From an optimization exercise on the open Yosys and OpenROAD flow, aimed at a short achievable clock period and few clock cycles; shortcuts taken in it are not production practice. Only simulation tests tie the RTL to the original design; equivalence was not proved. No activity file was given, so power comes from the tool's default toggle rates.

File: flow/design.v
module cpu(clk,reset,o_mem_addr,o_mem_rd,i_mem_rddata,
		   o_mem_wr,o_mem_wrdata, i_mem_wait,i_mem_rddatavalid);
	input clk;
	input reset;
	input [15:0] i_mem_rddata;
	input i_mem_wait, i_mem_rddatavalid;
	output logic [15:0] o_mem_addr;
	output logic [15:0] o_mem_wrdata;
	output logic o_mem_wr;
	output logic o_mem_rd;
	localparam logic [1:0] S_FETCH = 2'd0;  
	localparam logic [1:0] S_IWAIT = 2'd1;  
	localparam logic [1:0] S_LWAIT = 2'd2;  
	localparam logic [1:0] S_RETRY = 2'd3;  
	logic [1:0] state;
	logic [15:0] areg;    
	logic [15:0] pcn;     
	logic [15:0] sdata;   
	logic [15:0] fres;    
	logic [2:0] dest;     
	logic rkind;          
	logic [7:0][15:0] rf;
	wire [15:0] ins = i_mem_rddata;
	wire exec = (state == S_IWAIT) & i_mem_rddatavalid;
	wire [4:0] op = ins[4:0];
	wire [2:0] rx = ins[7:5];
	wire [2:0] ry = ins[10:8];
	wire [15:0] ra = rf[rx];
	wire [15:0] rb = rf[ry];
	wire [15:0] imm8s = {{8{ins[15]}}, ins[15:8]};
	wire [15:0] boff = {{4{ins[15]}}, ins[15:5], 1'b0};
	wire fz = (fres == 16'd0);
	wire fn = fres[15];
	wire is_br = op[3];
	wire is_ldst = ~op[3] & ~op[4] & op[2];
	wire taken = is_br & (op[2] | (op[1:0] == 2'b00) | (op[0] & fz) | (op[1] & fn));
	wire [15:0] tgt = pcn + boff;
	wire [15:0] nxt = taken ? (op[4] ? tgt : ra) : pcn;
	wire sub = op[1];
	wire [15:0] opb = op[4] ? imm8s : rb;
	wire [15:0] alu = sub ? ra - opb : ra + opb;
	always_comb begin
		o_mem_rd = 1'b0;
		o_mem_wr = 1'b0;
		o_mem_addr = areg;
		o_mem_wrdata = (state == S_RETRY) ? sdata : ra;
		case (state)
			S_FETCH: o_mem_rd = 1'b1;
			S_IWAIT: if (i_mem_rddatavalid) begin
				if (is_ldst) begin
					o_mem_addr = rb;
					o_mem_rd = ~op[0];
					o_mem_wr = op[0];
				end else begin
					o_mem_addr = nxt;
					o_mem_rd = 1'b1;
				end
			end
			S_LWAIT: o_mem_rd = i_mem_rddatavalid;
			S_RETRY: begin
				o_mem_rd = rkind;
				o_mem_wr = ~rkind;
			end
		endcase
		if (reset) begin
			o_mem_rd = 1'b0;
			o_mem_wr = 1'b0;
		end
	end
	always_ff @(posedge clk or posedge reset) begin
		if (reset) begin
			state <= S_FETCH;
			areg <= 16'd0;
			pcn <= 16'd2;
			sdata <= 16'd0;
			fres <= 16'd1;  
			dest <= 3'd0;
			rkind <= 1'b0;
			rf <= '0;
		end else begin
			case (state)
				S_FETCH: if (!i_mem_wait) state <= S_IWAIT;
				S_IWAIT: if (i_mem_rddatavalid) begin
					if (is_ldst) begin
						dest <= rx;
						if (!i_mem_wait) begin
							areg <= pcn;
							pcn <= pcn + 16'd2;
							state <= op[0] ? S_FETCH : S_LWAIT;
						end else begin
							areg <= rb;
							sdata <= ra;
							rkind <= ~op[0];
							state <= S_RETRY;
						end
					end else begin
						areg <= nxt;
						pcn <= nxt + 16'd2;
						state <= i_mem_wait ? S_FETCH : S_IWAIT;
						if (!op[3]) begin
							if (op[4] & op[2]) rf[rx] <= {ins[15:8], ra[7:0]};      
							else if (op[1:0] == 2'b00) rf[rx] <= op[4] ? imm8s : rb;  
							else begin
								if (op[1:0] != 2'b11) rf[rx] <= alu;                  
								fres <= alu;                                           
							end
						end else if (op[2]) rf[7] <= pcn;                           
					end
				end
				S_LWAIT: if (i_mem_rddatavalid) begin
					rf[dest] <= i_mem_rddata;
					state <= i_mem_wait ? S_FETCH : S_IWAIT;
				end
				S_RETRY: if (!i_mem_wait) begin
					areg <= pcn;
					pcn <= pcn + 16'd2;
					state <= rkind ? S_LWAIT : S_FETCH;
				end
			endcase
		end
	end
endmodule
File: flow/run.sh
#!/bin/bash
# synth_recipe.tcl (not shown) runs the flow's synth.tcl, then flattens the netlist and writes it again
# the make line also repeats each setting of config.mk as NAME=value (left out here)
make -C /OpenROAD-flow-scripts/flow DESIGN_CONFIG=/design/flow/config.mk WORK_HOME=/design/flow/orfs CLKGATE_MAP_FILE= SYNTH_SCRIPT=/design/flow/synth_recipe.tcl finish
File: flow/config.mk
export PLATFORM = sky130hd
export DESIGN_NAME = cpu
export DESIGN_NICKNAME = cpu
export VERILOG_FILES = /design/flow/design.v
export SDC_FILE = /design/flow/constraint.sdc
export NUM_CORES = 4
export LEC_CHECK = 0
export CAP_MARGIN = 20
export CORE_MARGIN = 2
export CORE_UTILIZATION = 40
export PLACE_DENSITY = 0.6
export SLEW_MARGIN = 20
File: flow/constraint.sdc
create_clock -name core_clock -period 6.0 [get_ports {clk}]
set_input_delay 1.2000 -clock core_clock [delete_from_list [all_inputs] [get_ports {clk}]]
set_output_delay 1.2000 -clock core_clock [all_outputs]
set_load 0.01 [all_outputs]
==> impl_metrics.env <==
export IMPL_cp_top_family="compound AO/OA/AOI/OAI gates"
export IMPL_grtUsageTotal_pct=37.0
export IMPL_htreeDepth=4
export IMPL_die_h_um=213
export IMPL_drv_cap=0
export IMPL_setup_tns_ns=0
export IMPL_r2r_end="rf[93]"
export IMPL_place_hpwl_um=60200
export IMPL_max_slew_worst_pin_slew_ns=1.23
export IMPL_ys_seq_area_share_pct=28.2
export IMPL_crit_arrival_ns=4.66
export IMPL_antenna_left=0
export IMPL_yosysWarnings=1
export IMPL_die_area_mm2=0.0456
export IMPL_reg2reg_from="rf[81]"
export IMPL_min_period_ns=5.86
export IMPL_maxClockFrequency_ghz=0.171
export IMPL_io_buffer_count=53
export IMPL_synth_area_leader_cell="dfrtp_1"
export IMPL_hold_buffers=0
export IMPL_grt_busiest_layer="met2"
export IMPL_cts_buffer_depth=2
export IMPL_cts_sinks=198
export IMPL_cts_clk_slew_worst_paths_ns=0.07
export IMPL_via_per_inst=6.80
export IMPL_met1_usage_pct=48.2
export IMPL_dr_first_iter_drc_count=3179
export IMPL_worstPathCellList="clkdlybuf4s50_1 -> ha_1 -> a211oi_2 -> o21ai_1 -> a221oi_2 -> o21a_1 -> o21ai_0 -> xnor2_1 -> mux2i_1 -> a21oi_1 -> buf_4 -> mux2i_1 -> o21ai_0 -> clkdlybuf4s50_1"
export IMPL_leakage_nw=8.19
export IMPL_rows=76
export IMPL_worstHoldEndpoint="fres[2]"
export IMPL_synth_distinct_cells=83
export IMPL_reg2reg_slack_ns=1.06
export IMPL_relSlewSlack_pct=17.6
export IMPL_cp_end_kind="output port"
export IMPL_fp_coreArea_mm2=0.0432
export IMPL_skew_ns=0.0185
export IMPL_grt_pass1_wl_um=122000
export IMPL_vias=19800
export IMPL_routedWlPerCell_um=28.7
export IMPL_drive_gt1_share_pct=17.7
export IMPL_ys_dominant_reg_cell="dfrtp_1"
export IMPL_grt_pass1_vias=18700
export IMPL_synth_edf_count=0
export IMPL_gp_congestion=1.05
export IMPL_final_cells=2920
export IMPL_firstDrtPassIters=6
export IMPL_hold_violations=0
export IMPL_power_density_mw_per_mm2=571
export IMPL_synth_avg_cell_area_um2=7.99
export IMPL_die_x_um=213
export IMPL_worstPathMaxFanout=2
export IMPL_antenna_found_initial=2
export IMPL_min_delay_start="fres[2]"
export IMPL_dpl_cell_count=2889
export IMPL_finalMaxSlewViolations=0
export IMPL_fin_ws_ns=0.140
export IMPL_synth_area_mm2=0.0176
export IMPL_io_pins=54
export IMPL_fin_nets=2394
export IMPL_initial_utilization_pct=40.7
export IMPL_p_total_mw=11.7
export IMPL_root_buffer="clkbuf_16"
export IMPL_ys_seq_elements=198
export IMPL_grt_setup_unrepaired="yes"
export IMPL_cpPeakStageDelay_ns=0.60
export IMPL_netlist_instances=2196
export IMPL_async_flop_share_pct=100
export IMPL_synth_top_area_share_pct=27.9
export IMPL_crit_cells=14
export IMPL_utilization_pct=47.6
export IMPL_use_met2_pct=55.3
export IMPL_wl_um=83900
export IMPL_ir_drop_mv=0.329
export IMPL_syn_to_final_growth_pct=17.1
export IMPL_synth_area_leaders="dfrtp_1 28%, mux4_2 6.3%, o21ai_0 6.3%"
export IMPL_worst_setup_path_type="in -> out"
export IMPL_clk_latency_ns=0.52
export IMPL_required_ns=4.80
export IMPL_slowest_stage="clkdlybuf4s50_1"
export IMPL_synthesis_nets=2267
export IMPL_r2r_cells=16
export IMPL_cts_tree="built"
export IMPL_setup_violations=0
export IMPL_worst_hold_path_num_cells=2
export IMPL_hold_class="reg -> reg"
export IMPL_grt_util_met3_pct=9.31
export IMPL_status="finished clean"
export IMPL_finalCritPeriodShare_pct=97.7
export IMPL_critPathLaunchType="input pin"
export IMPL_place_ws_ns=-0.235
export IMPL_drcViolationCount=0
export IMPL_path_buf_inv=3
export IMPL_grt_start_max_net_pins=156
export IMPL_overflow=0
export IMPL_cts_inserted_buffers=17
-- stage by stage --
step | cell area (um2) | hold WS [ns]
final | 20500 | 0.479
after global routing | 20500 | 0.506
after CTS | 20500 | 0.482
after detailed placement | 19900 | 0.465
after global placement | 19900 | 0.456
after floorplan | 17600 | 0.444
-- worst register-to-register path, stage by stage (launching register included) --
cell and delay [ns]:
dfrtp_1 0.51, mux4_2 0.50, mux2_2 0.29, o21ai_0 0.27
ha_1 0.29, a21oi_1 0.26, ha_1 0.18, nor2b_1 0.11
o21ai_0 0.11, a21boi_0 0.28, o21ai_1 0.13, a21oi_1 0.42
a21oi_1 0.17, xnor2_1 0.17, a21oi_1 0.75, nor4_1 0.11
o221a_2 0.26
-- final cells by class --
class	count	area, um2
fillers	4246	22600
multi-input cells	1777	11700
flip-flops and latches	198	4960
repair buffers	280	2290
well taps	585	732
clock buffers	19	443
clock inverters	10	193
inverters	49	188
diodes	2	5.00
-- flip-flops by register name, indices dropped and copies added (netlist names) --
register  cells
areg         16
fres         16
rkind         1
rf          128
sdata        16
state         2
pcn          16
dest          3
-- timing repair --
| action | in CTS | in global routing |
|---|---|---|
| resized for setup | 1 | 12 |
| buffers inserted | 0 | 0 |
| setup endpoints to repair | 1 | 22 |
-- synth_stat cells, types with 13 or more instances --
cell type and instances:
mux2_2 53, or3_1 18, nand2_1 254, and3_1 19
xor2_1 22, a21o_1 19, ha_1 49, xnor2_1 21
o21ai_0 220, or2_2 13, and2_1 14, a22oi_1 72
nand3_1 38, a21oi_1 165, clkbuf_1 133, mux2i_1 25
nand2b_1 28, a221oi_1 81, a22o_1 13, a211oi_1 42
o22ai_1 53, nor3_1 22, dfrtp_1 196, inv_1 47
nor2_1 284, a31oi_1 24, mux4_2 49
-- report_power, final --
part | total, mW | internal (mW) | leakage (nW) | switching, mW
registers | 2.66 | 1.93 | 2.25 | 0.727
clock network | 1.36 | 0.749 | 0.312 | 0.608
logic | 7.71 | 3.02 | 5.63 | 4.68
total | 11.7 | 5.71 | 8.19 | 6.02
-- worst max path at each step --
| stage | to | start | slack (ns) |
|---|---|---|---|
| after global routing | o_mem_addr[14] | i_mem_rddata[7] | -0.02 |
| after global placement | rf[127] | i_mem_rddata[9] | -0.29 |
| after detailed placement | rf[127] | i_mem_rddata[9] | -0.24 |
| after floorplan | rf[127] | i_mem_rddata[8] | 0.64 |
| after CTS | o_mem_addr[15] | i_mem_rddata[7] | 0.009 |
| final | o_mem_addr[15] | i_mem_rddata[7] | 0.14 |
-- cell families after synthesis --
kind of cell	count (synthesis)	share of synthesized area [%]
muxes	133	11.6
AOI/OAI and AO/OA	808	30.2
xor gates and xnor gates	43	2.15
DFF	198	28.2
adders and majority gates	51	3.72
buffers and inverters	221	5.45
and+or+nand+nor	742	18.7
-- cells in the final DEF, fill, tap and decap left out, types with 17 or more instances in the layout --
master and instances:
nor2_1 284, nand2_1 254, buf_4 221, o21ai_0 215, dfrtp_1 196, a21oi_1 165
a221oi_1 80, a22oi_1 72, o22ai_1 53, mux2_2 53, mux4_2 49, clkdlybuf4s50_1 49
ha_1 47, inv_1 46, a211oi_1 39, nand3_1 38, nand2b_1 27, mux2i_1 25
a31oi_1 24, xor2_1 22, xnor2_1 21, nor3_1 20, and3_1 19, a21o_1 19
or3_1 18, clkbuf_16 17
-- metal layers --
| metal | share of wire (%) | up-vias |
|---|---|---|
| met3 | 12 | 322 |
| met4 | 6.8 | 0 |
| li1 | - | 8490 |
| met2 | 43 | 1397 |
| met1 | 39 | 9635 |
| met5 | 0 | - |
Testbench counts, summed over its fixed seeds: cycles 29,402.

## re-timing with driven ports
Ports are ideal in the flow. The routed layout listed here was re-timed in OpenROAD.
Step 1: set_driving_cell puts a clkbuf_16 on clk and a buf_2 on each other input, an assumption about the parent block.
Step 2, shift: input delay + t, output delay - t, t = (earliest + latest rising clock arrival at the registers) / 2. This alone moves slack from input paths to output paths.
a / b / c = ideal / step 1 / step 2; a / b = the first two.
t, ns: 0.566
setup slack, ns: 0.140 / 0.112 / -0.299
latest minus earliest clock arrival (ns): 0.019 / 0.019
With both steps, setup timing fails in this run, where it was met with ideal ports. The setup slack of this run moves by -0.028 ns with the drivers and by -0.439 ns with both steps.
